Context: an optimization exercise on an open-source flow, tuned for a short achievable clock period and few clock cycles. The choices shown serve that exercise and are no tape-out recipe. Only simulation tests tie the RTL to the original design; equivalence was not proved. Power figures rest on the tool's default switching activity, not on a simulated workload.

==> flow/design.v <==
`timescale 1ns / 1ps
module core_model (
    input  logic        clk_i,         
    input  logic        rstn_i,        
    output logic [31:0] imem_addr_o,   
    input  logic [31:0] imem_rdata_i,  
    output logic [31:0] dmem_addr_o,   
    output logic [3:0]  dmem_wmask_o,  
    output logic [31:0] dmem_wdata_o,  
    input  logic [31:0] dmem_rdata_i,  
    output logic        wb_valid_o,    
    output logic [4:0]  wb_rd_o,       
    output logic [31:0] wb_data_o      
);
  localparam int R_ADD = 0, R_SLT = 1, R_SLTU = 2, R_XOR = 3, R_OR = 4, R_AND = 5,
                 R_SLL = 6, R_SRL = 7, R_CLZ = 8, R_CTZ = 9, R_CPOP = 10, R_EARLY = 11;
  localparam int NR = 12;
  localparam logic [31:0] RESET_PC = 32'h8000_0000;
  logic [31:0] pc_f, pcn_f;     
  logic [31:0] pco_f;
  logic        v_d;
  logic [31:0] instr_d, pc_d;
  logic [31:1] s1_d, s2_d;      
  logic [31:1] s1n_d, s2n_d;    
  logic        pb_d;            
  logic        pr_d;            
  logic        pj_d;            
  logic [31:0] ras;             
  logic        ras_ok;          
  logic is_lui, is_auipc, is_jal, is_jalr, is_br, is_ld, is_st, is_opi, is_op;
  logic use1_d, use2_d, wen_d, early_d;
  logic fe1, fm1, fw1, fe2, fm2, fw2;
  logic        wen_e, ld_e, st_e, early_e, sub_e, sra_e, bimm_e, add_e;
  logic        br_e, pred_e;     
  logic [31:0] alt_e;            
  logic [4:0]  rd_e;
  logic [2:0]  f3_e;
  logic [NR-1:0] rsel_e;
  logic [31:0] a_e, b_e, imm_e, early_val_e;
  logic        fa_m_e, fa_w_e, fb_m_e, fb_w_e;
  logic        wen_m, ld_m;
  logic [4:0]  rd_m;
  logic [2:0]  f3_m;
  logic [1:0]  off_m;
  logic [31:0] res_m, resn_m, wdata_m, dao_m;    
  logic [3:0]  wmask_m;
  logic        wen_w, wenn_w, wbv_w;             
  logic [4:0]  rd_w, rdn_w, wbr_w;               
  logic [31:0] res_w, resn_w, wbd_w;
  logic [31:0] rf [1:31];
  logic [31:0] ra, rb, opb;    
  logic        mis_e;          
  logic [4:0] rs1_d, rs2_d, rd_d;
  logic [2:0] f3_d;
  assign rs1_d = instr_d[19:15];
  assign rs2_d = instr_d[24:20];
  assign rd_d  = instr_d[11:7];
  assign f3_d  = instr_d[14:12];
  logic [31:0] imm_i, imm_s, imm_b, imm_u, imm_j;
  assign imm_i = {{20{instr_d[31]}}, instr_d[31:20]};
  assign imm_s = {{20{instr_d[31]}}, instr_d[31:25], instr_d[11:7]};
  assign imm_b = {{19{instr_d[31]}}, instr_d[31], instr_d[7], instr_d[30:25], instr_d[11:8], 1'b0};
  assign imm_u = {instr_d[31:12], 12'b0};
  assign imm_j = {{11{instr_d[31]}}, instr_d[31], instr_d[19:12], instr_d[20], instr_d[30:21], 1'b0};
  logic [31:0] p4_d, tgt_pc_d;
  assign p4_d     = pc_d + 32'd4;
  assign tgt_pc_d = pc_d + (is_jal ? imm_j : imm_b);
  logic [31:0] early_val_d;
  always_comb begin
    if (is_lui)        early_val_d = imm_u;
    else if (is_auipc) early_val_d = pc_d + imm_u;
    else               early_val_d = p4_d;
  end
  logic [31:0] rf1, rf2;
  always_comb begin
    rf1 = 32'd0;
    rf2 = 32'd0;
    for (int k = 1; k < 32; k++) begin
      rf1 = rf1 | ({{16{~s1n_d[k]}}, {16{s1_d[k]}}} & rf[k]);
      rf2 = rf2 | ({{16{~s2n_d[k]}}, {16{s2_d[k]}}} & rf[k]);
    end
  end
  logic [31:0] a_d, b_d;
  always_comb begin
    if (fe1)      a_d = early_val_e;
    else if (fm1) a_d = res_m;
    else if (fw1) a_d = res_w;
    else          a_d = rf1;
    if (fe2)      b_d = early_val_e;
    else if (fm2) b_d = res_m;
    else if (fw2) b_d = res_w;
    else          b_d = rf2;
  end
  logic late1, late2, late_br, stall_d;
  logic ope1, ope2, lm1, lm2, fast_br, eq_fast;
  assign ope1    = fe1 & ~early_e;
  assign ope2    = fe2 & ~early_e;
  assign lm1     = ~fe1 & fm1 & ld_m;
  assign lm2     = ~fe2 & fm2 & ld_m;
  assign late1   = ope1 | lm1;
  assign late2   = ope2 | lm2;
  assign fast_br = ~f3_d[2] & add_e &
                   ((ope1 & ope2) | (ope1 & ~lm2) | (ope2 & ~lm1));
  assign late_br = is_br & (late1 | late2) & ~fast_br;
  assign stall_d = v_d & (
      (use1_d & fe1 & ld_e) | (use2_d & fe2 & ld_e) | (is_jalr & late1));
  logic [31:0] fx_a, fx_b, fx_c, fx_carry;
  assign fx_a     = ra;
  assign fx_b     = opb ^ {32{sub_e}};
  assign fx_c     = ope1 ? b_d : a_d;
  assign fx_carry = {(fx_a[30:0] & fx_b[30:0]) | ((fx_a[30:0] | fx_b[30:0]) & ~fx_c[30:0]), sub_e};
  assign eq_fast  = (ope1 & ope2) | ((fx_a ^ fx_b ^ fx_c) == fx_carry);
  logic cond_d, cond_n;
  br_cond u_cond_d (.a(a_d), .b(b_d), .f3(f3_d), .cond(cond_n));
  assign cond_d = (ope1 | ope2) ? (eq_fast ^ f3_d[0]) : cond_n;
  logic ret_ok, redir_d, k_br, k_jr, k_other;
  assign ret_ok  = pr_d;
  assign k_br    = is_br & ~late_br;
  assign k_jr    = is_jalr & ~pj_d;
  assign k_other = (is_jal & ~pb_d) | (~is_br & ~is_jal & ~is_jalr & pb_d);
  assign redir_d = (k_br & (cond_d ^ pb_d)) | (k_jr & ~ret_ok) | k_other;
  logic [31:0] tgt_jalr_d, tgt_pb_d;
  ks_add #(.W(32)) u_add_jalr (.a(a_d), .b(imm_i), .cin(1'b0), .s(tgt_jalr_d), .cout());
  assign tgt_pb_d = (pb_d & ~is_jal) ? p4_d : tgt_pc_d;
  logic sel_de, taken_d, act_d;
  assign sel_de  = mis_e | stall_d | (v_d & redir_d);
  assign act_d   = v_d & ~stall_d & ~mis_e;
  assign taken_d = act_d & redir_d;
  logic [NR-1:0] rsel_d;
  logic sub_d, sra_d, bimm_d;
  always_comb begin
    rsel_d = '0;
    sub_d  = 1'b0;
    sra_d  = instr_d[30];
    bimm_d = ~is_op;
    if (early_d) rsel_d[R_EARLY] = 1'b1;
    else if (is_ld | is_st) rsel_d[R_ADD] = 1'b1;
    else begin
      case (f3_d)
        3'b000: begin rsel_d[R_ADD] = 1'b1; sub_d = is_op & instr_d[30]; end
        3'b001: begin
          if (is_opi & instr_d[29]) begin
            case (instr_d[21:20])
              2'b00:   rsel_d[R_CLZ]  = 1'b1;
              2'b01:   rsel_d[R_CTZ]  = 1'b1;
              default: rsel_d[R_CPOP] = 1'b1;
            endcase
          end else rsel_d[R_SLL] = 1'b1;
        end
        3'b010: begin rsel_d[R_SLT]  = 1'b1; sub_d = 1'b1; end
        3'b011: begin rsel_d[R_SLTU] = 1'b1; sub_d = 1'b1; end
        3'b100: rsel_d[R_XOR] = 1'b1;
        3'b101: rsel_d[R_SRL] = 1'b1;
        3'b110: rsel_d[R_OR]  = 1'b1;
        default: rsel_d[R_AND] = 1'b1;
      endcase
    end
  end
  logic [31:0] w;
  assign w = imem_rdata_i;
  logic        add_d, zvalid_d, z_d, brz_f, ntz_f;
  logic [31:0] zb_d;
  assign add_d    = rsel_d[R_ADD] & ~is_ld & ~is_st;
  assign zvalid_d = v_d & add_d & wen_d & ~late1 & ~(is_op & late2);
  assign zb_d     = (is_op ? b_d : imm_i) ^ {32{sub_d}};
  assign z_d      = ((a_d ^ zb_d) == {(a_d[30:0] | zb_d[30:0]), sub_d});
  assign brz_f    = (w[6:0] == 7'b1100011) & (w[14:13] == 2'b00) &
                    (((w[19:15] == rd_d) & (w[24:20] == 5'd0)) |
                     ((w[24:20] == rd_d) & (w[19:15] == 5'd0)));
  assign ntz_f    = zvalid_d & brz_f & (w[12] ? z_d : ~z_d);
  logic ret_f, jal_f, bwd_f, jalr_f, pb_f, pj_f, pr_f, p4_f;
  assign jal_f  = (w[6:0] == 7'b1101111);
  assign bwd_f  = (w[6:0] == 7'b1100011) & w[31];
  assign jalr_f = (w[6:0] == 7'b1100111);
  assign ret_f  = jalr_f & (w[19:15] == 5'd1) & (w[31:20] == 12'd0);
  assign pj_f   = jalr_f & v_d & early_d & wen_d & (rd_d == w[19:15]);
  assign pb_f   = jal_f | (bwd_f & ~ntz_f);
  assign pr_f   = ret_f & ~pj_f & ras_ok & ~(v_d & wen_d & (rd_d == 5'd1));
  assign p4_f   = ~(pb_f | pj_f | pr_f);
  logic [31:0] imm_j_f, imm_b_f;
  assign imm_j_f = {{11{w[31]}}, w[31], w[19:12], w[20], w[30:21], 1'b0};
  assign imm_b_f = {{19{w[31]}}, w[31], w[7], w[30:25], w[11:8], 1'b0};
  logic [20:0] lo_j;
  logic [12:0] lo_b;
  logic [11:0] lo_r;
  logic        cj, cb, cr;
  ks_add #(.W(21)) u_add_j (.a(pc_f[20:0]), .b(imm_j_f[20:0]), .cin(1'b0), .s(lo_j), .cout(cj));
  ks_add #(.W(13)) u_add_b (.a(pc_f[12:0]), .b(imm_b_f[12:0]), .cin(1'b0), .s(lo_b), .cout(cb));
  ks_add #(.W(12)) u_add_r (.a(early_val_d[11:0]), .b(w[31:20]), .cin(1'b0), .s(lo_r), .cout(cr));
  logic [10:0] hj_p, hj_m;
  logic [18:0] hb_m;
  logic [19:0] hr_p, hr_m;
  assign hj_p = pc_f[31:21] + 11'd1;
  assign hj_m = pc_f[31:21] - 11'd1;
  assign hb_m = pc_f[31:13] - 19'd1;              
  assign hr_p = early_val_d[31:12] + 20'd1;
  assign hr_m = early_val_d[31:12] - 20'd1;
  logic [31:0] pc4_f;
  assign pc4_f = pc_f + 32'd4;
  logic [31:0] pc_next, pco_next;
  npc_sel u_npc (
    .rstn(rstn_i), .sel_de(sel_de), .mis_e(mis_e), .stall_d(stall_d), .jr_d(is_jalr),
    .alt_e(alt_e), .pc_f(pc_f), .tgt_pb_d(tgt_pb_d), .tgt_jalr_d(tgt_jalr_d),
    .jal_f(jal_f), .pb_f(pb_f), .pj_f(pj_f), .pr_f(pr_f), .p4_f(p4_f),
    .sgn(w[31]),
    .lo_j(lo_j), .cj(cj), .hj(pc_f[31:21]), .hj_p(hj_p), .hj_m(hj_m),
    .lo_b(lo_b), .cb(cb), .hb(pc_f[31:13]), .hb_m(hb_m),
    .lo_r(lo_r), .cr(cr), .hr(early_val_d[31:12]), .hr_p(hr_p), .hr_m(hr_m),
    .ras(ras), .pc4_f(pc4_f),
    .pc_next(pc_next), .pco_next(pco_next)
  );
  always_ff @(posedge clk_i) begin
    if (act_d & (is_jal | is_jalr) & (rd_d == 5'd1)) ras <= p4_d;
  end
  always_ff @(posedge clk_i or negedge rstn_i) begin
    if (!rstn_i) ras_ok <= 1'b0;
    else if (act_d & wen_d & (rd_d == 5'd1)) ras_ok <= is_jal | is_jalr;
  end
  assign pc_f = ~pcn_f;
  always_ff @(posedge clk_i or negedge rstn_i) begin
    if (!rstn_i) begin
      pcn_f <= ~RESET_PC;
      v_d   <= 1'b0;
    end else begin
      pcn_f <= ~pc_next;
      if (mis_e)         v_d <= 1'b0;
      else if (!stall_d) v_d <= ~taken_d;
    end
  end
  always_ff @(posedge clk_i) pco_f <= pco_next;
  logic [4:0] op_f;
  logic c_lui, c_auipc, c_jal, c_jalr, c_br, c_ld, c_st, c_opi, c_op;
  assign op_f    = w[6:2];
  assign c_lui   = (op_f == 5'b01101);
  assign c_auipc = (op_f == 5'b00101);
  assign c_jal   = (op_f == 5'b11011);
  assign c_jalr  = (op_f == 5'b11001);
  assign c_br    = (op_f == 5'b11000);
  assign c_ld    = (op_f == 5'b00000);
  assign c_st    = (op_f == 5'b01000);
  assign c_opi   = (op_f == 5'b00100);
  assign c_op    = (op_f == 5'b01100);
  logic [31:1] s1_f, s2_f;
  always_comb begin
    for (int k = 1; k < 32; k++) begin
      s1_f[k] = (w[19:15] == 5'(k));
      s2_f[k] = (w[24:20] == 5'(k));
    end
  end
  logic [4:0] rs1_f, rs2_f;
  assign rs1_f = w[19:15];
  assign rs2_f = w[24:20];
  always_ff @(posedge clk_i) begin
    if (stall_d) begin
      fe1 <= 1'b0;
      fm1 <= fe1;
      fw1 <= fm1;
      fe2 <= 1'b0;
      fm2 <= fe2;
      fw2 <= fm2;
    end else begin
      fe1 <= v_d & wen_d & (rd_d == rs1_f);
      fm1 <= wen_e & (rd_e == rs1_f);
      fw1 <= wen_m & (rd_m == rs1_f);
      fe2 <= v_d & wen_d & (rd_d == rs2_f);
      fm2 <= wen_e & (rd_e == rs2_f);
      fw2 <= wen_m & (rd_m == rs2_f);
    end
  end
  always_ff @(posedge clk_i) begin
    if (!stall_d) begin
      instr_d  <= w;
      pc_d     <= pc_f;
      s1_d     <= s1_f;
      s2_d     <= s2_f;
      s1n_d    <= ~s1_f;
      s2n_d    <= ~s2_f;
      pb_d     <= pb_f;
      pr_d     <= pr_f;
      pj_d     <= pj_f;
      is_lui   <= c_lui;
      is_auipc <= c_auipc;
      is_jal   <= c_jal;
      is_jalr  <= c_jalr;
      is_br    <= c_br;
      is_ld    <= c_ld;
      is_st    <= c_st;
      is_opi   <= c_opi;
      is_op    <= c_op;
      use1_d   <= c_jalr | c_br | c_ld | c_st | c_opi | c_op;
      use2_d   <= c_br | c_st | c_op;
      wen_d    <= (c_lui | c_auipc | c_jal | c_jalr | c_ld | c_opi | c_op) & (w[11:7] != 5'd0);
      early_d  <= c_lui | c_auipc | c_jal | c_jalr;
    end
  end
  logic go_d;
  assign go_d = v_d & ~stall_d & ~mis_e;
  always_ff @(posedge clk_i or negedge rstn_i) begin
    if (!rstn_i) begin
      wen_e <= 1'b0;
      ld_e  <= 1'b0;
      st_e  <= 1'b0;
      br_e  <= 1'b0;
    end else begin
      wen_e <= go_d & wen_d;
      ld_e  <= go_d & is_ld;
      st_e  <= go_d & is_st;
      br_e  <= go_d & late_br;
    end
  end
  always_ff @(posedge clk_i) begin
    early_e     <= early_d;
    rd_e        <= rd_d;
    f3_e        <= f3_d;
    rsel_e      <= rsel_d;
    add_e       <= rsel_d[R_ADD] & ~is_ld;
    sub_e       <= sub_d;
    sra_e       <= sra_d;
    bimm_e      <= bimm_d;
    a_e         <= a_d;
    b_e         <= b_d;
    imm_e       <= is_st ? imm_s : imm_i;
    early_val_e <= early_val_d;
    pred_e      <= pb_d;
    alt_e       <= pb_d ? p4_d : tgt_pc_d;
    fa_m_e      <= fe1;
    fa_w_e      <= ~fe1 & fm1;
    fb_m_e      <= fe2;
    fb_w_e      <= ~fe2 & fm2;
  end
  assign ra  = fa_m_e ? res_m : fa_w_e ? res_w : a_e;
  assign rb  = fb_m_e ? res_m : fb_w_e ? res_w : b_e;
  assign opb = bimm_e ? imm_e : rb;
  logic [32:0] sum;
  ks_add #(.W(32)) u_add_e (.a(ra), .b(opb ^ {32{sub_e}}), .cin(sub_e), .s(sum[31:0]), .cout(sum[32]));
  logic slt, sltu;
  assign sltu = ~sum[32];
  assign slt  = (ra[31] ^ opb[31]) ? ra[31] : sum[31];
  logic [4:0]  shamt;
  logic [31:0] sll_r, srl_r;
  assign shamt = opb[4:0];
  assign sll_r = ra << shamt;
  assign srl_r = $signed({sra_e & ra[31], ra}) >>> shamt;
  logic [5:0] clz_c, ctz_c, cpop_c;
  logic [31:0] ra_rev;
  always_comb for (int k = 0; k < 32; k++) ra_rev[k] = ra[31 - k];
  lzc32 u_clz (.x(ra),     .n(clz_c));
  lzc32 u_ctz (.x(ra_rev), .n(ctz_c));
  popc32 u_cpop (.x(ra), .n(cpop_c));
  logic cond_e;
  br_cond u_cond_e (.a(ra), .b(rb), .f3(f3_e), .cond(cond_e));
  assign mis_e = br_e & (cond_e ^ pred_e);
  logic [31:0] res_e;
  assign res_e = ({32{rsel_e[R_ADD]}}   & sum[31:0]) |
                 ({32{rsel_e[R_SLT]}}   & {31'd0, slt}) |
                 ({32{rsel_e[R_SLTU]}}  & {31'd0, sltu}) |
                 ({32{rsel_e[R_XOR]}}   & (ra ^ opb)) |
                 ({32{rsel_e[R_OR]}}    & (ra | opb)) |
                 ({32{rsel_e[R_AND]}}   & (ra & opb)) |
                 ({32{rsel_e[R_SLL]}}   & sll_r) |
                 ({32{rsel_e[R_SRL]}}   & srl_r) |
                 ({32{rsel_e[R_CLZ]}}   & {26'd0, clz_c}) |
                 ({32{rsel_e[R_CTZ]}}   & {26'd0, ctz_c}) |
                 ({32{rsel_e[R_CPOP]}}  & {26'd0, cpop_c}) |
                 ({32{rsel_e[R_EARLY]}} & early_val_e);
  logic [3:0]  wmask_e;
  logic [31:0] wdata_e;
  always_comb begin
    case (f3_e[1:0])
      2'b00:   begin wmask_e = 4'b0001 << sum[1:0];             wdata_e = {4{rb[7:0]}}; end
      2'b01:   begin wmask_e = sum[1] ? 4'b1100 : 4'b0011;      wdata_e = {2{rb[15:0]}}; end
      default: begin wmask_e = 4'b1111;                          wdata_e = rb; end
    endcase
  end
  always_ff @(posedge clk_i or negedge rstn_i) begin
    if (!rstn_i) begin
      wen_m   <= 1'b0;
      ld_m    <= 1'b0;
      wmask_m <= 4'b0;
    end else begin
      wen_m   <= wen_e;
      ld_m    <= ld_e;
      wmask_m <= st_e ? wmask_e : 4'b0;
    end
  end
  always_ff @(posedge clk_i) begin
    rd_m    <= rd_e;
    f3_m    <= f3_e;
    off_m   <= sum[1:0];
    resn_m  <= ~res_e;
    dao_m   <= res_e;
    wdata_m <= wdata_e;
  end
  assign res_m = ~resn_m;
  logic [7:0]  lbyte;
  logic [15:0] lhalf;
  logic [31:0] ldata, res_mw;
  always_comb begin
    case (off_m)
      2'b00:   lbyte = dmem_rdata_i[7:0];
      2'b01:   lbyte = dmem_rdata_i[15:8];
      2'b10:   lbyte = dmem_rdata_i[23:16];
      default: lbyte = dmem_rdata_i[31:24];
    endcase
    lhalf = off_m[1] ? dmem_rdata_i[31:16] : dmem_rdata_i[15:0];
    case (f3_m[1:0])
      2'b00:   ldata = {{24{lbyte[7] & ~f3_m[2]}}, lbyte};
      2'b01:   ldata = {{16{lhalf[15] & ~f3_m[2]}}, lhalf};
      default: ldata = dmem_rdata_i;
    endcase
  end
  assign res_mw = ld_m ? ldata : res_m;
  always_ff @(posedge clk_i or negedge rstn_i) begin
    if (!rstn_i) begin
      wenn_w <= 1'b1;
      wbv_w  <= 1'b0;
    end else begin
      wenn_w <= ~wen_m;
      wbv_w  <= wen_m;
    end
  end
  always_ff @(posedge clk_i) begin
    rdn_w  <= ~rd_m;
    resn_w <= ~res_mw;
    wbr_w  <= rd_m;
    wbd_w  <= res_mw;
  end
  assign wen_w = ~wenn_w;
  assign rd_w  = ~rdn_w;
  assign res_w = ~resn_w;
  always_ff @(posedge clk_i) begin
    for (int k = 1; k < 32; k++)
      if (!rstn_i || (wen_w && rd_w == 5'(k))) rf[k] <= rstn_i ? res_w : 32'd0;
  end
  assign imem_addr_o  = pco_f;
  assign dmem_addr_o  = dao_m;
  assign dmem_wmask_o = wmask_m;
  assign dmem_wdata_o = wdata_m;
  assign wb_valid_o   = wbv_w;
  assign wb_rd_o      = wbr_w;
  assign wb_data_o    = wbd_w;
endmodule
module npc_sel (
    input  logic        rstn,
    input  logic        sel_de, mis_e, stall_d, jr_d,
    input  logic [31:0] alt_e, pc_f, tgt_pb_d, tgt_jalr_d,
    input  logic        jal_f, pb_f, pj_f, pr_f, p4_f,
    input  logic        sgn,               
    input  logic [20:0] lo_j,
    input  logic        cj,
    input  logic [10:0] hj, hj_p, hj_m,
    input  logic [12:0] lo_b,
    input  logic        cb,
    input  logic [18:0] hb, hb_m,
    input  logic [11:0] lo_r,
    input  logic        cr,
    input  logic [19:0] hr, hr_p, hr_m,
    input  logic [31:0] ras, pc4_f,
    output logic [31:0] pc_next,
    output logic [31:0] pco_next
);
  logic [31:0] pc_de, pc_fp, tj, tb, tr;
  assign pc_de = mis_e ? alt_e : stall_d ? pc_f : jr_d ? {tgt_jalr_d[31:1], 1'b0} : tgt_pb_d;
  assign tj    = {(cj ? (sgn ? hj : hj_p) : (sgn ? hj_m : hj)), lo_j};
  assign tb    = {(cb ? hb : hb_m), lo_b};      
  assign tr    = {(cr ? (sgn ? hr : hr_p) : (sgn ? hr_m : hr)), lo_r[11:1], 1'b0};
  assign pc_fp = ({32{pb_f & jal_f}}  & tj) | ({32{pb_f & ~jal_f}} & tb) |
                 ({32{pj_f}} & tr) | ({32{pr_f}} & ras) | ({32{p4_f}} & pc4_f);
  assign pc_next  = sel_de ? pc_de : pc_fp;
  assign pco_next = rstn ? pc_next : 32'h8000_0000;
endmodule
module br_cond (
    input  logic [31:0] a,
    input  logic [31:0] b,
    input  logic [2:0]  f3,
    output logic        cond
);
  logic eq, lt, ltu, c;
  assign eq  = (a == b);
  assign lt  = ($signed(a) < $signed(b));
  assign ltu = (a < b);
  always_comb begin
    case (f3[2:1])
      2'b00:   c = eq;
      2'b10:   c = lt;
      default: c = ltu;
    endcase
  end
  assign cond = c ^ f3[0];
endmodule
module ks_add #(
    parameter int W = 32
) (
    input  logic [W-1:0] a,
    input  logic [W-1:0] b,
    input  logic         cin,
    output logic [W-1:0] s,
    output logic         cout
);
  logic [W-1:0] p, g, gg, pp;
  always_comb begin
    p  = a ^ b;
    g  = a & b;
    gg = g;
    pp = p;
    gg[0] = g[0] | (p[0] & cin);
    for (int d = 1; d < W; d = d * 2) begin
      for (int i = W - 1; i >= d; i--) begin
        gg[i] = gg[i] | (pp[i] & gg[i - d]);
        pp[i] = pp[i] & pp[i - d];
      end
    end
  end
  assign s    = p ^ {gg[W-2:0], cin};
  assign cout = gg[W-1];
endmodule
module lzc32 (
    input  logic [31:0] x,
    output logic [5:0]  n
);
  logic [15:0] v1; logic [15:0][0:0] c1;
  logic [7:0]  v2; logic [7:0][1:0]  c2;
  logic [3:0]  v3; logic [3:0][2:0]  c3;
  logic [1:0]  v4; logic [1:0][3:0]  c4;
  logic        v5; logic [4:0]       c5;
  always_comb begin
    for (int i = 0; i < 16; i++) begin
      v1[i] = x[2*i+1] | x[2*i];
      c1[i] = ~x[2*i+1];
    end
    for (int i = 0; i < 8; i++) begin
      v2[i] = v1[2*i+1] | v1[2*i];
      c2[i] = v1[2*i+1] ? {1'b0, c1[2*i+1]} : {1'b1, c1[2*i]};
    end
    for (int i = 0; i < 4; i++) begin
      v3[i] = v2[2*i+1] | v2[2*i];
      c3[i] = v2[2*i+1] ? {1'b0, c2[2*i+1]} : {1'b1, c2[2*i]};
    end
    for (int i = 0; i < 2; i++) begin
      v4[i] = v3[2*i+1] | v3[2*i];
      c4[i] = v3[2*i+1] ? {1'b0, c3[2*i+1]} : {1'b1, c3[2*i]};
    end
    v5 = v4[1] | v4[0];
    c5 = v4[1] ? {1'b0, c4[1]} : {1'b1, c4[0]};
    n  = v5 ? {1'b0, c5} : 6'd32;
  end
endmodule
module popc32 (
    input  logic [31:0] x,
    output logic [5:0]  n
);
  logic [15:0][1:0] s1;
  logic [7:0][2:0]  s2;
  logic [3:0][3:0]  s3;
  logic [1:0][4:0]  s4;
  always_comb begin
    for (int i = 0; i < 16; i++) s1[i] = {1'b0, x[2*i]} + {1'b0, x[2*i+1]};
    for (int i = 0; i < 8; i++)  s2[i] = {1'b0, s1[2*i]} + {1'b0, s1[2*i+1]};
    for (int i = 0; i < 4; i++)  s3[i] = {1'b0, s2[2*i]} + {1'b0, s2[2*i+1]};
    for (int i = 0; i < 2; i++)  s4[i] = {1'b0, s3[2*i]} + {1'b0, s3[2*i+1]};
    n = {1'b0, s4[0]} + {1'b0, s4[1]};
  end
endmodule
==> flow/flow/run.sh <==
#!/bin/bash
# The standard ORFS layout (standard.sh), tuned for speed:
#  - gates may be resized to any footprint,
#  - no full-adder cell extraction in synthesis (abc maps all logic).
# The registers are those of the standard synthesis.
set -euo pipefail
bash standard.sh SETUP_SLACK_MARGIN=19 MATCH_CELL_FOOTPRINT=0 ADDER_MAP_FILE= finish > standard_flow.log 2>&1
==> flow/standard.sh <==
#!/bin/bash
# synth_recipe.tcl (not shown) runs the flow's synth.tcl, then flattens the netlist and writes it again
# the make line also repeats each setting of config.mk as NAME=value (left out here)
make -C /OpenROAD-flow-scripts/flow DESIGN_CONFIG=/design/flow/config.mk WORK_HOME=/design/flow/orfs CLKGATE_MAP_FILE= SYNTH_SCRIPT=/design/flow/synth_recipe.tcl "${@:-finish}"
==> flow/config.mk <==
export PLATFORM = sky130hd
export DESIGN_NAME = core_model
export DESIGN_NICKNAME = core_model
export VERILOG_FILES = /design/flow/design.v
export SDC_FILE = /design/flow/constraint.sdc
export NUM_CORES = 4
export LEC_CHECK = 0
export CAP_MARGIN = 20
export CORE_MARGIN = 2
export CORE_UTILIZATION = 50
export SLEW_MARGIN = 20
export SYNTH_HIERARCHICAL = 1
==> flow/constraint.sdc <==
create_clock -name core_clock -period 25.0 [get_ports {clk_i}]
set_input_delay 5.0000 -clock core_clock [delete_from_list [all_inputs] [get_ports {clk_i}]]
set_output_delay 5.0000 -clock core_clock [all_outputs]
set_load 0.01 [all_outputs]
==> flow_summary_export.csv, run 1 <==
group,metric,value,unit
global_route,grt_max_degree,87,
critical_path,required,25690,ps
critical_path,crit_start,"imem_rdata_i[20]",
hold_path,min_path_type,"flop to flop",
global_route,grt_pass1_wl,647.1,mm
critical_path,cp_num_buf_inv,3,
sta,slew_headroom,10.06,%
sta,hold_violations,0,
clock_network,cts_tree,"yes",
run_status,status,"timing/DRC/antenna clean",
run,maxCapViolations,0,
global_route,overflow,0,
pwr,sw_frac_of_total,39.76,%
synthesis,yosys_warnings,15,
placement,place.gp.congestion,1.025,
clock_network,cts_root_buf,"clkbuf_16",
pwr,power.share.clock,24.0,%
critical_path,cp_cell_sequence,"buf_6 -> buf_12 -> maj3_2 -> maj3_2 -> maj3_2 -> a221o_1 -> a211o_1 -> maj3_4 -> buf_12 -> mux2i_1 -> o22ai_2 -> nor4b_2 -> a41oi_1",
pwr,p_int,0.007015,W
pwr,ir_drop,213.2,uV
critical_path,critPathKind,"input pin to flop",
floorplanning,start_util,50.16,%
pwr,comb_power_share,40.7,%
global_route,antenna_found_initial,44,
placement,hpwl,299.2,mm
pwr,p_sw,0.004629,W
drt,vias_per_cell,7.152,
finish,largest_register,"rf",
sta,grt_setup_unrepaired,"yes",
pwr,power_frac_seq,35.3,%
floorplanning,num_rows,159,
drt,ant_nets,0,
critical_path,max_stage_delay,450,ps
finish,nets,9603,
sta,final-max-slew-violation-count,0,
finish,drive_gt1_share,16.59,%
critical_path,path_common_cell,"maj3_2",
pwr,leakagePower,40.72,nW
critical_path,crit_path_end_kind,"flop",
clock_network,path_clk_slew,60,ps
sta,period_minus_slack,7429,ps
critical_path,worstPathMaxFanout,7,
global_route,grt_usage,48.43,%
floorplanning,die-area,0.1913,mm2
sta,clock.fmax,134.6,MHz
synthesis,netlist_instances,9181,
finish,largest_reg_flops,992,
sta,period_share,29.72,%
floorplanning,dieWidth,437.4,um
finish,areaGrowthSynthToFinish,17.15,%
sta,report.final.setup_viol,0,
hold_path,hp-start,"rd_e[2]",
pwr,power.density,105.8,mW/mm2
sta,fin_worst_skew,40.09,ps
critical_path,r2r_start,"s2n_d[18]",
drt,drt_pass1_iterations,13,
critical_path,cp_num_cells,13,
sta,holdWs,398.5,ps
synthesis,syn_area,0.09391,mm2
finish,final_cells,12220,
floorplanning,core_area,0.1872,mm2
floorplanning,die_y,437.4,um
critical_path,slowest_stage,"maj3_4",
clock_network,clock_latency,870,ps
critical_path,rr_worst_depth,25,
global_route,first_global_vias,79790,
critical_path,critPathTopFamily,"adder cells",
drt,drc,0,
finish,final_common_cell,"edfxtp_1",
clock_network,cts.path.max_buffers,3,
synthesis,syn_area_per_cell,10.23,um2
drt,post_drt_wl_per_cell,39.25,um
drt,via_count,87370,
drt,totalWireLength,479.5,mm
floorplanning,ios,204,
critical_path,crit_arrival,8120,ps
critical_path,start_kind,"input pin",
finish,final_cell_mix,"1221 x edfxtp_1, 818 x nor2b_1, 632 x nand2_1",
clock_network,cts_sinks,1653,
clock_network,htreeDepth,4,
hold_path,hold_path_depth,0,
placement,io_buffer_count,203,
sta,tightest_slew,1349,ps
placement,dp.cells,11690,
clock_network,cts_buffers,179,
drt,drtIter0Drc,16080,
sta,tns,0,ps
finish,finalCoreUtilization,58.77,%
[power groups by stage]
stage	registers, W	clock network [W]	logic (W)
after global placement	0.00409	0	0.00407
final	0.00411	0.00279	0.00474
after CTS	0.00405	0.00278	0.00449
after global routing	0.00411	0.00289	0.00499
after detailed placement	0.00409	0	0.00413
after floorplan	0.00375	0	0.00290
[worst register-to-register path: stages (launching register included)]
cell       delay [ps]
edfxtp_1          320
buf_4             320
inv_1             240
buf_4             300
a2111oi_0         750
nand4_1           180
o211ai_1          660
a31oi_1           180
buf_4             230
a21oi_1           220
xnor2_1           210
nand2b_1          120
a311o_1           330
or4_1             390
nor4_1            280
nand4_1           420
xor2_1            340
a221oi_2          320
buf_6             180
nor3_4             60
buf_4             160
buf_6             140
a221oi_1          340
o21ai_0           190
a211oi_2          260
nor3b_2            80
[timing repair]
item | in CTS | in global routing
setup buffers | 112 | 27
gates resized for setup | 929 | 157
pin swaps | 67 | 38
endpoints found under the setup margin | 1834 | 408
gates cloned | 19 | 6
hold buffers | 0 | 0
[final cells by class]
type,instances,area [um2]
clock inverter,98,1216
timing repair inverter,1,5.005
multi-input combinational,6452,45880
timing repair buffer,725,7007
inverter,525,2043
sequential,1653,45780
fill,15910,77190
antenna,35,87.58
tap,2495,3122
clock buffer,233,4878
[metrics by stage]
step                      area (um2)  worst slack [ps]  power [W]
final                         110000             17570    0.01164
after global routing          109900             17480    0.01199
after CTS                     109000             17670    0.01132
after detailed placement      100500             15810   0.008217
after global placement        100500             15880   0.008162
after floorplan                94940             17350   0.006652
[worst paths after layout]
| kind | to | slack (ps) |
|---|---|---|
| hold reg to reg | rd_m[2] | 400 |
| max in group asynchronous | pcn_f[14] | 19750 |
| setup reg to reg | pco_f[22] | 17670 |
| setup / recovery | pco_f[31] | 17570 |
| hold / removal | rd_m[2] | 400 |
| min in group asynchronous | st_e | 4030 |
[layer usage]
metal | GRT usage [%] | wire, um | up-vias | share of wire, %
met1 | 64.08 | 175400 | 42380 | 37
li1 | - | - | 34780 | -
met5 | 0 | 165 | - | 0.034
met3 | 19.22 | 78730 | 2036 | 16
met2 | 65.73 | 186400 | 8161 | 39
met4 | 30.18 | 38820 | 26 | 8.1
Testbench counts, summed over its fixed seeds: cycles 80,748.
==> run 2, diff against run 1 <==
--- a/flow/design.v
+++ b/flow/design.v
@@ -48,5 +48,5 @@
   logic [4:0]  rd_w, rdn_w, wbr_w;               
   logic [31:0] res_w, resn_w, wbd_w;
-  logic [31:0] rf [1:31];
+  logic [31:1][31:0] rf;
   logic [31:0] ra, rb, opb;    
   logic        mis_e;          
@@ -73,23 +73,11 @@
   end
   logic [31:0] rf1, rf2;
-  always_comb begin
-    rf1 = 32'd0;
-    rf2 = 32'd0;
-    for (int k = 1; k < 32; k++) begin
-      rf1 = rf1 | ({{16{~s1n_d[k]}}, {16{s1_d[k]}}} & rf[k]);
-      rf2 = rf2 | ({{16{~s2n_d[k]}}, {16{s2_d[k]}}} & rf[k]);
-    end
-  end
+  rf_read u_rd1 (.rf(rf), .s_lo(s1_d), .sn_hi(s1n_d), .q(rf1));
+  rf_read u_rd2 (.rf(rf), .s_lo(s2_d), .sn_hi(s2n_d), .q(rf2));
   logic [31:0] a_d, b_d;
-  always_comb begin
-    if (fe1)      a_d = early_val_e;
-    else if (fm1) a_d = res_m;
-    else if (fw1) a_d = res_w;
-    else          a_d = rf1;
-    if (fe2)      b_d = early_val_e;
-    else if (fm2) b_d = res_m;
-    else if (fw2) b_d = res_w;
-    else          b_d = rf2;
-  end
+  fwd_mux u_fwd1 (.fe(fe1), .fm(fm1), .fw(fw1), .ve(early_val_e), .vm(res_m), .vw(res_w),
+                  .vr(rf1), .q(a_d));
+  fwd_mux u_fwd2 (.fe(fe2), .fm(fm2), .fw(fw2), .ve(early_val_e), .vm(res_m), .vw(res_w),
+                  .vr(rf2), .q(b_d));
   logic late1, late2, late_br, stall_d;
   logic ope1, ope2, lm1, lm2, fast_br, eq_fast;
@@ -105,10 +93,7 @@
   assign stall_d = v_d & (
       (use1_d & fe1 & ld_e) | (use2_d & fe2 & ld_e) | (is_jalr & late1));
-  logic [31:0] fx_a, fx_b, fx_c, fx_carry;
-  assign fx_a     = ra;
-  assign fx_b     = opb ^ {32{sub_e}};
-  assign fx_c     = ope1 ? b_d : a_d;
-  assign fx_carry = {(fx_a[30:0] & fx_b[30:0]) | ((fx_a[30:0] | fx_b[30:0]) & ~fx_c[30:0]), sub_e};
-  assign eq_fast  = (ope1 & ope2) | ((fx_a ^ fx_b ^ fx_c) == fx_carry);
+  logic fx_eq;
+  sum_eq u_fx (.a(ra), .b(opb ^ {32{sub_e}}), .cin(sub_e), .c(ope1 ? b_d : a_d), .eq(fx_eq));
+  assign eq_fast  = (ope1 & ope2) | fx_eq;
   logic cond_d, cond_n;
   br_cond u_cond_d (.a(a_d), .b(b_d), .f3(f3_d), .cond(cond_n));
@@ -119,10 +104,11 @@
   assign k_jr    = is_jalr & ~pj_d;
   assign k_other = (is_jal & ~pb_d) | (~is_br & ~is_jal & ~is_jalr & pb_d);
-  assign redir_d = (k_br & (cond_d ^ pb_d)) | (k_jr & ~ret_ok) | k_other;
   logic [31:0] tgt_jalr_d, tgt_pb_d;
   ks_add #(.W(32)) u_add_jalr (.a(a_d), .b(imm_i), .cin(1'b0), .s(tgt_jalr_d), .cout());
   assign tgt_pb_d = (pb_d & ~is_jal) ? p4_d : tgt_pc_d;
   logic sel_de, taken_d, act_d;
-  assign sel_de  = mis_e | stall_d | (v_d & redir_d);
+  d_sel u_dsel (.k_br(k_br), .cond_d(cond_d), .pb_d(pb_d), .k_jr(k_jr), .ret_ok(ret_ok),
+                .k_other(k_other), .v_d(v_d), .mis_e(mis_e), .stall_d(stall_d),
+                .redir_d(redir_d), .sel_de(sel_de));
   assign act_d   = v_d & ~stall_d & ~mis_e;
   assign taken_d = act_d & redir_d;
@@ -159,23 +145,13 @@
   logic [31:0] w;
   assign w = imem_rdata_i;
-  logic        add_d, zvalid_d, z_d, brz_f, ntz_f;
-  logic [31:0] zb_d;
-  assign add_d    = rsel_d[R_ADD] & ~is_ld & ~is_st;
-  assign zvalid_d = v_d & add_d & wen_d & ~late1 & ~(is_op & late2);
-  assign zb_d     = (is_op ? b_d : imm_i) ^ {32{sub_d}};
-  assign z_d      = ((a_d ^ zb_d) == {(a_d[30:0] | zb_d[30:0]), sub_d});
-  assign brz_f    = (w[6:0] == 7'b1100011) & (w[14:13] == 2'b00) &
-                    (((w[19:15] == rd_d) & (w[24:20] == 5'd0)) |
-                     ((w[24:20] == rd_d) & (w[19:15] == 5'd0)));
-  assign ntz_f    = zvalid_d & brz_f & (w[12] ? z_d : ~z_d);
-  logic ret_f, jal_f, bwd_f, jalr_f, pb_f, pj_f, pr_f, p4_f;
-  assign jal_f  = (w[6:0] == 7'b1101111);
-  assign bwd_f  = (w[6:0] == 7'b1100011) & w[31];
-  assign jalr_f = (w[6:0] == 7'b1100111);
-  assign ret_f  = jalr_f & (w[19:15] == 5'd1) & (w[31:20] == 12'd0);
-  assign pj_f   = jalr_f & v_d & early_d & wen_d & (rd_d == w[19:15]);
+  logic        addi_d, zvalid_d, z_d, brz_f, ntz_f;
+  assign addi_d   = is_opi & (f3_d == 3'b000);
+  assign zvalid_d = v_d & addi_d & wen_d & ~late1;
+  sum_zero u_z (.a(a_d), .b(imm_i), .z(z_d));
+  logic jal_f, bwd_f, pb_f, pj_f, pr_f;
+  f_dec u_fdec (.w(w), .rd_d(rd_d), .v_d(v_d), .early_d(early_d), .wen_d(wen_d),
+                .zvalid_d(zvalid_d), .z_d(z_d), .ras_ok(ras_ok),
+                .jal_f(jal_f), .bwd_f(bwd_f), .ntz_f(ntz_f), .pj_f(pj_f), .pr_f(pr_f));
   assign pb_f   = jal_f | (bwd_f & ~ntz_f);
-  assign pr_f   = ret_f & ~pj_f & ras_ok & ~(v_d & wen_d & (rd_d == 5'd1));
-  assign p4_f   = ~(pb_f | pj_f | pr_f);
   logic [31:0] imm_j_f, imm_b_f;
   assign imm_j_f = {{11{w[31]}}, w[31], w[19:12], w[20], w[30:21], 1'b0};
@@ -185,5 +161,5 @@
   logic [11:0] lo_r;
   logic        cj, cb, cr;
-  ks_add #(.W(21)) u_add_j (.a(pc_f[20:0]), .b(imm_j_f[20:0]), .cin(1'b0), .s(lo_j), .cout(cj));
+  csel_add21 u_add_j (.a(pc_f[20:0]), .b(imm_j_f[20:0]), .s(lo_j), .cout(cj));
   ks_add #(.W(13)) u_add_b (.a(pc_f[12:0]), .b(imm_b_f[12:0]), .cin(1'b0), .s(lo_b), .cout(cb));
   ks_add #(.W(12)) u_add_r (.a(early_val_d[11:0]), .b(w[31:20]), .cin(1'b0), .s(lo_r), .cout(cr));
@@ -202,5 +178,5 @@
     .rstn(rstn_i), .sel_de(sel_de), .mis_e(mis_e), .stall_d(stall_d), .jr_d(is_jalr),
     .alt_e(alt_e), .pc_f(pc_f), .tgt_pb_d(tgt_pb_d), .tgt_jalr_d(tgt_jalr_d),
-    .jal_f(jal_f), .pb_f(pb_f), .pj_f(pj_f), .pr_f(pr_f), .p4_f(p4_f),
+    .jal_f(jal_f), .bwd_f(bwd_f), .ntz_f(ntz_f), .pj_f(pj_f), .pr_f(pr_f),
     .sgn(w[31]),
     .lo_j(lo_j), .cj(cj), .hj(pc_f[31:21]), .hj_p(hj_p), .hj_m(hj_m),
@@ -445,5 +421,5 @@
     input  logic        sel_de, mis_e, stall_d, jr_d,
     input  logic [31:0] alt_e, pc_f, tgt_pb_d, tgt_jalr_d,
-    input  logic        jal_f, pb_f, pj_f, pr_f, p4_f,
+    input  logic        jal_f, bwd_f, ntz_f, pj_f, pr_f,
     input  logic        sgn,               
     input  logic [20:0] lo_j,
@@ -460,13 +436,18 @@
     output logic [31:0] pco_next
 );
-  logic [31:0] pc_de, pc_fp, tj, tb, tr;
+  logic [31:0] pc_de, pc_fo, tb, tr;
+  logic [10:0] hj0, hj1;
+  logic        sj;
   assign pc_de = mis_e ? alt_e : stall_d ? pc_f : jr_d ? {tgt_jalr_d[31:1], 1'b0} : tgt_pb_d;
-  assign tj    = {(cj ? (sgn ? hj : hj_p) : (sgn ? hj_m : hj)), lo_j};
+  assign hj0   = sgn ? hj_m : hj;
+  assign hj1   = sgn ? hj : hj_p;
   assign tb    = {(cb ? hb : hb_m), lo_b};      
   assign tr    = {(cr ? (sgn ? hr : hr_p) : (sgn ? hr_m : hr)), lo_r[11:1], 1'b0};
-  assign pc_fp = ({32{pb_f & jal_f}}  & tj) | ({32{pb_f & ~jal_f}} & tb) |
-                 ({32{pj_f}} & tr) | ({32{pr_f}} & ras) | ({32{p4_f}} & pc4_f);
-  assign pc_next  = sel_de ? pc_de : pc_fp;
-  assign pco_next = rstn ? pc_next : 32'h8000_0000;
+  logic [31:0] base;
+  assign base  = pj_f ? tr : pr_f ? ras : pc4_f;
+  assign pc_fo = (bwd_f & ~ntz_f) ? tb : base;
+  assign sj    = jal_f;
+  npc_last u_last (.rstn(rstn), .sel_de(sel_de), .pc_de(pc_de), .sj(sj), .cj(cj), .hj0(hj0),
+                   .hj1(hj1), .lo_j(lo_j), .pc_fo(pc_fo), .pc_next(pc_next), .pco_next(pco_next));
 endmodule
 module br_cond (
@@ -498,20 +479,33 @@
     output logic         cout
 );
-  logic [W-1:0] p, g, gg, pp;
+  localparam int L = (W > 16) ? 5 : (W > 8) ? 4 : (W > 4) ? 3 : (W > 2) ? 2 : 1;
+  logic [W-1:0] p;
+  logic [L:0][W-1:0] gg, pp;
+  assign p     = a ^ b;
+  assign gg[0] = {(a[W-1:1] & b[W-1:1]), (a[0] & b[0]) | (p[0] & cin)};
+  assign pp[0] = p;
+  for (genvar l = 0; l < L; l++) begin : g_lvl
+    ks_level #(.W(W), .D(1 << l)) u_lvl (.gi(gg[l]), .pi(pp[l]), .go(gg[l+1]), .po(pp[l+1]));
+  end
+  assign s    = p ^ {gg[L][W-2:0], cin};
+  assign cout = gg[L][W-1];
+endmodule
+module ks_level #(
+    parameter int W = 32,
+    parameter int D = 1
+) (
+    input  logic [W-1:0] gi,
+    input  logic [W-1:0] pi,
+    output logic [W-1:0] go,
+    output logic [W-1:0] po
+);
   always_comb begin
-    p  = a ^ b;
-    g  = a & b;
-    gg = g;
-    pp = p;
-    gg[0] = g[0] | (p[0] & cin);
-    for (int d = 1; d < W; d = d * 2) begin
-      for (int i = W - 1; i >= d; i--) begin
-        gg[i] = gg[i] | (pp[i] & gg[i - d]);
-        pp[i] = pp[i] & pp[i - d];
-      end
+    go = gi;
+    po = pi;
+    for (int i = D; i < W; i++) begin
+      go[i] = gi[i] | (pi[i] & gi[i - D]);
+      po[i] = pi[i] & pi[i - D];
     end
   end
-  assign s    = p ^ {gg[W-2:0], cin};
-  assign cout = gg[W-1];
 endmodule
 module lzc32 (
@@ -562,2 +556,94 @@
   end
 endmodule
+module rf_read (
+    input  logic [31:1][31:0] rf,
+    input  logic [31:1]       s_lo,
+    input  logic [31:1]       sn_hi,
+    output logic [31:0]       q
+);
+  always_comb begin
+    q = 32'd0;
+    for (int k = 1; k < 32; k++) q = q | ({{16{~sn_hi[k]}}, {16{s_lo[k]}}} & rf[k]);
+  end
+endmodule
+module fwd_mux (
+    input  logic        fe, fm, fw,
+    input  logic [31:0] ve, vm, vw, vr,
+    output logic [31:0] q
+);
+  assign q = fe ? ve : fm ? vm : fw ? vw : vr;
+endmodule
+module sum_eq (
+    input  logic [31:0] a,
+    input  logic [31:0] b,
+    input  logic        cin,
+    input  logic [31:0] c,
+    output logic        eq
+);
+  logic [31:0] carry;
+  assign carry = {(a[30:0] & b[30:0]) | ((a[30:0] | b[30:0]) & ~c[30:0]), cin};
+  assign eq    = ((a ^ b ^ c) == carry);
+endmodule
+module npc_last (
+    input  logic        rstn,
+    input  logic        sel_de,
+    input  logic [31:0] pc_de,
+    input  logic        sj, cj,
+    input  logic [10:0] hj0, hj1,
+    input  logic [20:0] lo_j,
+    input  logic [31:0] pc_fo,
+    output logic [31:0] pc_next,
+    output logic [31:0] pco_next
+);
+  logic [31:0] pc_fp;
+  assign pc_fp    = sj ? {(cj ? hj1 : hj0), lo_j} : pc_fo;
+  assign pc_next  = sel_de ? pc_de : pc_fp;
+  assign pco_next = rstn ? pc_next : 32'h8000_0000;
+endmodule
+module csel_add21 (
+    input  logic [20:0] a,
+    input  logic [20:0] b,
+    output logic [20:0] s,
+    output logic        cout
+);
+  logic [10:0] sl;
+  logic [9:0]  s0, s1;
+  logic        cl, c0, c1;
+  ks_add #(.W(11)) u_l  (.a(a[10:0]),  .b(b[10:0]),  .cin(1'b0), .s(sl), .cout(cl));
+  ks_add #(.W(10)) u_h0 (.a(a[20:11]), .b(b[20:11]), .cin(1'b0), .s(s0), .cout(c0));
+  ks_add #(.W(10)) u_h1 (.a(a[20:11]), .b(b[20:11]), .cin(1'b1), .s(s1), .cout(c1));
+  assign s    = {(cl ? s1 : s0), sl};
+  assign cout = cl ? c1 : c0;
+endmodule
+module sum_zero (
+    input  logic [31:0] a,
+    input  logic [31:0] b,
+    output logic        z
+);
+  assign z = ((a ^ b) == {(a[30:0] | b[30:0]), 1'b0});
+endmodule
+module d_sel (
+    input  logic k_br, cond_d, pb_d, k_jr, ret_ok, k_other, v_d, mis_e, stall_d,
+    output logic redir_d,
+    output logic sel_de
+);
+  assign redir_d = (k_br & (cond_d ^ pb_d)) | (k_jr & ~ret_ok) | k_other;
+  assign sel_de  = mis_e | stall_d | (v_d & redir_d);
+endmodule
+module f_dec (
+    input  logic [31:0] w,
+    input  logic [4:0]  rd_d,
+    input  logic        v_d, early_d, wen_d, zvalid_d, z_d, ras_ok,
+    output logic        jal_f, bwd_f, ntz_f, pj_f, pr_f
+);
+  logic jalr_f, ret_f, brz_f;
+  assign jal_f  = (w[6:0] == 7'b1101111);
+  assign bwd_f  = (w[6:0] == 7'b1100011) & w[31];
+  assign jalr_f = (w[6:0] == 7'b1100111);
+  assign ret_f  = jalr_f & (w[19:15] == 5'd1) & (w[31:20] == 12'd0);
+  assign pj_f   = jalr_f & v_d & early_d & wen_d & (rd_d == w[19:15]);
+  assign pr_f   = ret_f & ~pj_f & ras_ok & ~(v_d & wen_d & (rd_d == 5'd1));
+  assign brz_f  = (w[6:0] == 7'b1100011) & (w[14:13] == 2'b00) &
+                  (w[19:15] == rd_d) & (w[24:20] == 5'd0);
+  assign ntz_f  = zvalid_d & brz_f & (w[12] ? z_d : ~z_d);
+endmodule
==> flow_summary_export.csv, run 2 <==
group,metric,value,unit
run_status,status,"timing/DRC/antenna clean",
critical_path,cp_num_buf_inv,3,
critical_path,cp_num_cells,22,
critical_path,start_kind,"flop",
clock_network,cts_tree,"yes",
finish,areaGrowthSynthToFinish,16.13,%
drt,ant_nets,0,
synthesis,syn_area,0.1012,mm2
sta,holdWs,384.7,ps
global_route,use_met3,10.45,%
drt,vias_per_cell,6.518,
drt,drtIter0Drc,13690,
placement,hpwl,296.3,mm
placement,place.gp.congestion,1.051,
pwr,power.density,107.9,mW/mm2
floorplanning,die-area,0.2060,mm2
synthesis,yosys_warnings,32,
finish,largest_register,"rf",
clock_network,clock_latency,880,ps
drt,totalWireLength,432.2,mm
clock_network,cts_buffers,178,
finish,final_common_cell,"inv_1",
run,maxCapViolations,0,
critical_path,worstPathMaxFanout,10,
critical_path,slowest_stage,"nor4_1",
sta,hold_violations,0,
drt,drt_pass1_iterations,10,
floorplanning,start_util,50.18,%
critical_path,critPathTopFamily,"simple AND/OR/NAND/NOR gates",
finish,drive_gt1_share,17.84,%
finish,largest_reg_flops,992,
sta,period_minus_slack,6948,ps
finish,final_cell_mix,"1242 x inv_1, 1221 x edfxtp_1, 480 x buf_4",
clock_network,path_clk_slew,70,ps
critical_path,required,25720,ps
global_route,grtUsageMet2,57.30,%
floorplanning,num_rows,165,
clock_network,ctsHoldBuffers,0,
floorplanning,dieWidth,453.9,um
critical_path,max_stage_delay,920,ps
critical_path,path_common_cell,"buf_4",
clock_network,cts.path.max_buffers,3,
critical_path,crit_arrival,7670,ps
sta,tightest_slew,1225,ps
global_route,overflow,0,
sta,grt_setup_unrepaired,"yes",
drt,via_count,86130,
critical_path,cp_cell_sequence,"buf_4 -> o22ai_1 -> nor4_1 -> nand4_1 -> mux2i_1 -> a211oi_2 -> buf_4 -> nor2b_4 -> or4_1 -> or3_1 -> or2_0 -> nor4_1 -> o31ai_1 -> xor2_1 -> o22a_1 -> xor2_2 -> a311oi_2 -> nand2_2 -> buf_4 -> and2_1 -> a221o_1 -> and2_1",
drt,drc,0,
sta,period_share,27.79,%
synthesis,netlist_instances,10100,
pwr,leakagePower,49.30,nW
global_route,grt_usage,40.74,%
floorplanning,ios,204,
synthesis,syn_area_per_cell,10.02,um2
hold_path,hold_path_depth,0,
global_route,grt_max_degree,130,
hold_path,min_path_type,"flop to flop",
global_route,antenna_found_initial,28,
sta,slew_headroom,18.35,%
finish,nets,10430,
placement,io_buffer_count,203,
sta,report.final.setup_viol,0,
sta,final-max-slew-violation-count,0,
finish,finalCoreUtilization,58.28,%
critical_path,crit_path_end_kind,"flop",
drt,post_drt_wl_per_cell,32.71,um
critical_path,critPathKind,"flop to flop",
clock_network,cts_sinks,1653,
floorplanning,core_area,0.2017,mm2
global_route,grt_pass1_wl,598.3,mm
global_route,first_global_vias,79190,
sta,tns,0,ps
clock_network,htreeDepth,4,
sta,fin_worst_skew,62.83,ps
critical_path,rr_worst_depth,22,
pwr,ir_drop,307.1,uV
global_route,met1_usage,57.04,%
sta,clock.fmax,143.9,MHz
floorplanning,die_y,453.9,um
clock_network,cts_root_buf,"clkbuf_16",
global_route,grt-busiest-layer,"met2",
==> run 2: cell count changes in the layout (fill, tap and decap cells not counted), moves of 170 or more <==
cell       change
inv_1        +752
nor2b_1      -584
and2_1       +399
a21o_1       +385
o22ai_1      +371
a22oi_1      +218
a2111oi_0    -185
nor2_1       -185
nand2_1      -175
a221oi_1     -170
==> run 2: stage by stage <==
stage	setup slack, ps	std cells	cell area (um2)	total power [W]
floorplan	17710	10110	102400	0.007505
global placement	16040	12560	106400	0.009145
detailed placement	15980	12560	106400	0.009209
CTS	18250	13160	116400	0.01231
global route	18100	13190	117500	0.01311
finish	18050	13220	117500	0.01269
==> run 2: power breakdown <==
part / total, W / leakage [nW] / switching, W / internal, W
sequential: 0.00405 / 16.3 / 0.000515 / 0.00353
clock: 0.00283 / 3.00 / 0.00119 / 0.00164
combinational: 0.00581 / 30.0 / 0.00342 / 0.00238
total: 0.0127 / 49.3 / 0.00513 / 0.00756
==> run 2: layout make-up <==
type,instances,area [um2]
fillers,16920,84160
clock buffers,231,4852
flip-flops and latches,1653,45750
repair inverters,1,7.507
inverters,1253,4726
diodes,26,65.06
multi-input cells,6477,49750
clock inverters,103,1368
well taps,2672,3343
repair buffers,799,7679
==> run 2: worst paths after layout <==
| kind | startpoint | end | slack (ps) |
|---|---|---|---|
| worst max register to register | s1n_d[1] | pco_f[28] | 18050 |
| max in group asynchronous | rstn_i | pcn_f[1] | 19320 |
| worst min-delay path | wen_m | wbv_w | 380 |
| min in group asynchronous | rstn_i | wen_m | 4110 |
| worst max-delay path | s1n_d[1] | pco_f[28] | 18050 |
| worst min register to register | wen_m | wbv_w | 380 |
==> run 2: what timing repair did <==
| action | CTS | global route |
|---|---|---|
| resized for setup | 904 | 190 |
| gates cloned | 27 | 1 |
| pin swaps | 62 | 54 |
| buffers inserted | 241 | 26 |
| endpoints found under the setup margin | 1509 | 301 |
==> run 2: per-layer routing <==
| metal | vias to the layer above | wire length, um | share of wire, % |
|---|---|---|---|
| met5 | - | 137 | 0.032 |
| met4 | 20 | 28240 | 6.5 |
| met3 | 1016 | 54360 | 13 |
| met2 | 6004 | 177400 | 41 |
| met1 | 42300 | 172100 | 40 |
| li1 | 36790 | - | - |
Testbench counts of run 2, summed over its fixed seeds: cycles 80,748.
==> run 3, diff against run 2 <==
--- a/flow/design.v
+++ b/flow/design.v
@@ -32,4 +32,5 @@
   logic fe1, fm1, fw1, fe2, fm2, fw2;
   logic        wen_e, ld_e, st_e, early_e, sub_e, sra_e, bimm_e, add_e;
+  logic        eld_e;            
   logic        br_e, pred_e;     
   logic [31:0] alt_e;            
@@ -41,6 +42,6 @@
   logic        wen_m, ld_m;
   logic [4:0]  rd_m;
-  logic [2:0]  f3_m;
-  logic [1:0]  off_m;
+  logic [2:0]  f3_a;            
+  logic [1:0]  off_a;
   logic [31:0] res_m, resn_m, wdata_m, dao_m;    
   logic [3:0]  wmask_m;
@@ -50,4 +51,5 @@
   logic [31:1][31:0] rf;
   logic [31:0] ra, rb, opb;    
+  logic [31:0] ldata;          
   logic        mis_e;          
   logic [4:0] rs1_d, rs2_d, rd_d;
@@ -106,4 +108,6 @@
   logic [31:0] tgt_jalr_d, tgt_pb_d;
   ks_add #(.W(32)) u_add_jalr (.a(a_d), .b(imm_i), .cin(1'b0), .s(tgt_jalr_d), .cout());
+  logic eld_d;
+  assign eld_d = is_ld & ~late1 & ~ld_e & ~st_e;
   assign tgt_pb_d = (pb_d & ~is_jal) ? p4_d : tgt_pc_d;
   logic sel_de, taken_d, act_d;
@@ -276,9 +280,11 @@
       wen_e <= 1'b0;
       ld_e  <= 1'b0;
+      eld_e <= 1'b0;
       st_e  <= 1'b0;
       br_e  <= 1'b0;
     end else begin
       wen_e <= go_d & wen_d;
-      ld_e  <= go_d & is_ld;
+      ld_e  <= go_d & is_ld & ~eld_d;
+      eld_e <= go_d & eld_d;
       st_e  <= go_d & is_st;
       br_e  <= go_d & late_br;
@@ -362,8 +368,8 @@
   always_ff @(posedge clk_i) begin
     rd_m    <= rd_e;
-    f3_m    <= f3_e;
-    off_m   <= sum[1:0];
-    resn_m  <= ~res_e;
-    dao_m   <= res_e;
+    f3_a    <= eld_d ? f3_d : f3_e;
+    off_a   <= eld_d ? tgt_jalr_d[1:0] : sum[1:0];
+    dao_m   <= eld_d ? tgt_jalr_d : res_e;
+    resn_m  <= ~(eld_e ? ldata : res_e);
     wdata_m <= wdata_e;
   end
@@ -371,7 +377,7 @@
   logic [7:0]  lbyte;
   logic [15:0] lhalf;
-  logic [31:0] ldata, res_mw;
+  logic [31:0] res_mw;
   always_comb begin
-    case (off_m)
+    case (off_a)
       2'b00:   lbyte = dmem_rdata_i[7:0];
       2'b01:   lbyte = dmem_rdata_i[15:8];
@@ -379,8 +385,8 @@
       default: lbyte = dmem_rdata_i[31:24];
     endcase
-    lhalf = off_m[1] ? dmem_rdata_i[31:16] : dmem_rdata_i[15:0];
-    case (f3_m[1:0])
-      2'b00:   ldata = {{24{lbyte[7] & ~f3_m[2]}}, lbyte};
-      2'b01:   ldata = {{16{lhalf[15] & ~f3_m[2]}}, lhalf};
+    lhalf = off_a[1] ? dmem_rdata_i[31:16] : dmem_rdata_i[15:0];
+    case (f3_a[1:0])
+      2'b00:   ldata = {{24{lbyte[7] & ~f3_a[2]}}, lbyte};
+      2'b01:   ldata = {{16{lhalf[15] & ~f3_a[2]}}, lhalf};
       default: ldata = dmem_rdata_i;
     endcase
@@ -596,8 +602,19 @@
     output logic [31:0] pco_next
 );
-  logic [31:0] pc_fp;
-  assign pc_fp    = sj ? {(cj ? hj1 : hj0), lo_j} : pc_fo;
-  assign pc_next  = sel_de ? pc_de : pc_fp;
-  assign pco_next = rstn ? pc_next : 32'h8000_0000;
+  localparam logic [31:0] RESET_PC = 32'h8000_0000;
+  logic [31:0] e;
+  logic [10:0] e0, e1, r0, r1;
+  logic [20:0] er;
+  logic        use_lo, use_lo_r;
+  assign e        = sel_de ? pc_de : pc_fo;
+  assign use_lo   = ~sel_de & sj;
+  assign use_lo_r = rstn & use_lo;
+  assign e0 = use_lo ? hj0 : e[31:21];
+  assign e1 = use_lo ? hj1 : e[31:21];
+  assign r0 = rstn ? e0 : RESET_PC[31:21];
+  assign r1 = rstn ? e1 : RESET_PC[31:21];
+  assign er = rstn ? e[20:0] : RESET_PC[20:0];
+  assign pc_next  = {(cj ? e1 : e0), (use_lo ? lo_j : e[20:0])};
+  assign pco_next = {(cj ? r1 : r0), (use_lo_r ? lo_j : er)};
 endmodule
 module csel_add21 (
==> flow_summary_export.csv, run 3 <==
group,metric,value,unit
sta,tns,0,ps
placement,hpwl,305.6,mm
floorplanning,dieWidth,457.4,um
finish,areaGrowthSynthToFinish,16.64,%
synthesis,yosys_warnings,32,
floorplanning,ios,204,
drt,totalWireLength,447.9,mm
global_route,grt_max_degree,140,
drt,drt_pass1_iterations,9,
drt,drc,0,
sta,period_share,27.44,%
sta,clock.fmax,145.8,MHz
pwr,finalPower,0.01292,W
clock_network,cts_root_buf,"clkbuf_16",
synthesis,syn_area,0.1028,mm2
clock_network,cts_sinks,1654,
pwr,power.density,107.8,mW/mm2
critical_path,start_kind,"input pin",
pwr,ir_drop,241.2,uV
global_route,grtUsageMet2,58.32,%
global_route,overflow,0,
finish,final_cell_mix,"1230 x inv_1, 1221 x edfxtp_1, 507 x buf_4",
hold_path,min_path_type,"flop to flop",
clock_network,htreeDepth,4,
floorplanning,num_rows,166,
synthesis,netlist_instances,10170,
global_route,first_global_vias,80910,
clock_network,cts_buffers,176,
finish,nets,10540,
floorplanning,start_util,50.28,%
sta,period_minus_slack,6860,ps
finish,largest_register,"rf",
global_route,antenna_found_initial,51,
global_route,met1_usage,56.15,%
run,maxCapViolations,0,
clock_network,path_clk_slew,70,ps
sta,fin_worst_skew,64.65,ps
run_status,status,"timing/DRC/antenna clean",
clock_network,cts_tree,"yes",
sta,hold_violations,0,
floorplanning,die_y,457.4,um
floorplanning,die-area,0.2092,mm2
pwr,leakagePower,50.14,nW
clock_network,cts.path.max_buffers,3,
sta,final-max-slew-violation-count,0,
drt,vias_per_cell,6.571,
drt,via_count,87620,
global_route,use_met3,11.41,%
drt,drtIter0Drc,13530,
sta,grt_setup_unrepaired,"yes",
global_route,grt_usage,41.27,%
global_route,grt-busiest-layer,"met2",
drt,ant_nets,0,
sta,slew_headroom,10.98,%
critical_path,critPathKind,"input pin to flop",
sta,tightest_slew,1326,ps
sta,report.final.setup_viol,0,
global_route,grt_pass1_wl,616.2,mm
finish,drive_gt1_share,19.24,%
critical_path,r2r_slack,18260,ps
critical_path,r2r_start,"s1n_d[5]",
synthesis,syn_area_per_cell,10.11,um2
critical_path,crit_arrival,7600,ps
critical_path,crit_path_end_kind,"flop",
critical_path,critical_path.endpoint,"pcn_f[31]",
critical_path,worstReg2RegEnd,"pcn_f[27]",
placement,io_buffer_count,203,
critical_path,crit_start,"imem_rdata_i[25]",
clock_network,clock_latency,880,ps
critical_path,required,25740,ps
finish,largest_reg_flops,992,
drt,post_drt_wl_per_cell,33.59,um
floorplanning,core_area,0.2044,mm2
placement,place.gp.congestion,1.043,
critical_path,rr_worst_depth,21,
critical_path,worstPathMaxFanout,8,
finish,final_common_cell,"inv_1",
run 3: stage by stage:
step | setup slack [ps] | util, % | cells | hold slack [ps] | instance area (um2)
final | 18140 | 58.65 | 13330 | 369.5 | 119900
after global routing | 18050 | 58.63 | 13320 | 386.6 | 119800
after CTS | 18250 | 57.73 | 13220 | 372.2 | 118000
after detailed placement | 16160 | 52.55 | 12600 | 365.5 | 107400
after global placement | 16230 | 52.52 | 12600 | 360.8 | 107300
after floorplan | 17700 | - | 10180 | 353.7 | 103700
run 3: repair_timing:
| item | in CTS | in global routing |
|---|---|---|
| gates resized for setup | 1024 | 248 |
| pin swaps | 81 | 81 |
| setup endpoints to repair | 1656 | 380 |
| hold buffers | 0 | 0 |
| cloned | 25 | 4 |
| setup buffers | 269 | 90 |
run 3: layer usage:
| layer | share of wire (%) | wire length [um] |
|---|---|---|
| met4 | 7.2 | 32450 |
| met1 | 39 | 175200 |
| met2 | 41 | 182700 |
| met3 | 13 | 57200 |
| met5 | 0.064 | 288 |
run 3: layout make-up:
type                            instances  area (um2)
Fill cell                           17210       84510
Multi-Input combinational cell       6525       51280
Sequential cell                      1654       45830
Timing Repair Buffer                  863        8647
Clock buffer                          235        4875
Inverter                             1255        4768
Tap cell                             2688        3363
Clock inverter                         93        1057
Antenna cell                           20       50.05
Timing Repair inverter                  1       5.005
run 3: worst max-delay path: stages:
cell and delay, ps:
buf_6 100, buf_12 130, xor2_4 180, a21o_1 230
a21o_1 170, a21o_1 170, a21o_4 200, buf_12 150
mux2i_2 150, mux2_4 290, a221oi_2 240, or3b_4 410
o211ai_1 90, inv_1 80
run 3: worst min path at each step:
stage	from	end	slack (ps)	cells past startpoint
floorplan	wen_m	wbv_w	350	0
global placement	wen_m	wbv_w	360	0
detailed placement	wen_m	wbv_w	370	0
CTS	ld_e	ld_m	370	0
global route	wen_m	wbv_w	390	0
finish	wen_m	wbv_w	370	0
run 3: power breakdown:
group          switching [W]  internal, W
logic                0.00351      0.00263
registers           0.000540      0.00352
clock network        0.00118      0.00154
total                0.00523      0.00769
Testbench counts of run 3, summed over its fixed seeds: cycles 79,146.

==> re-timing with driven ports <==
The flow's constraints put no driver on any port. The routed layouts listed below were extracted and timed again, unchanged, in two steps. Step 1 sets driving cells, clkbuf_16 on the clock port and buf_2 on the other inputs (assumed; they add their load-dependent delay and slew). Step 2, shift: input delay + t, output delay - t, t = (earliest + latest rising clock arrival at the registers) / 2. This alone moves slack from input paths to output paths. a / b / c = ideal / step 1 / step 2; a / b = the first two.
run | t (ns) | setup slack, ns | pins driven straight from the clock port
run 1 | 0.940 | 17.571 / 17.629 / 16.689 | 1
run 2 | 0.945 | 18.052 / 18.052 / 17.238 | 1
run 3 | 0.944 | 18.140 / 18.198 / 17.254 | 1
After both steps every run listed still meets setup and hold. The setup slack of run 3, which loses most, moves by +0.058 ns with the drivers and by -0.886 ns with both steps.
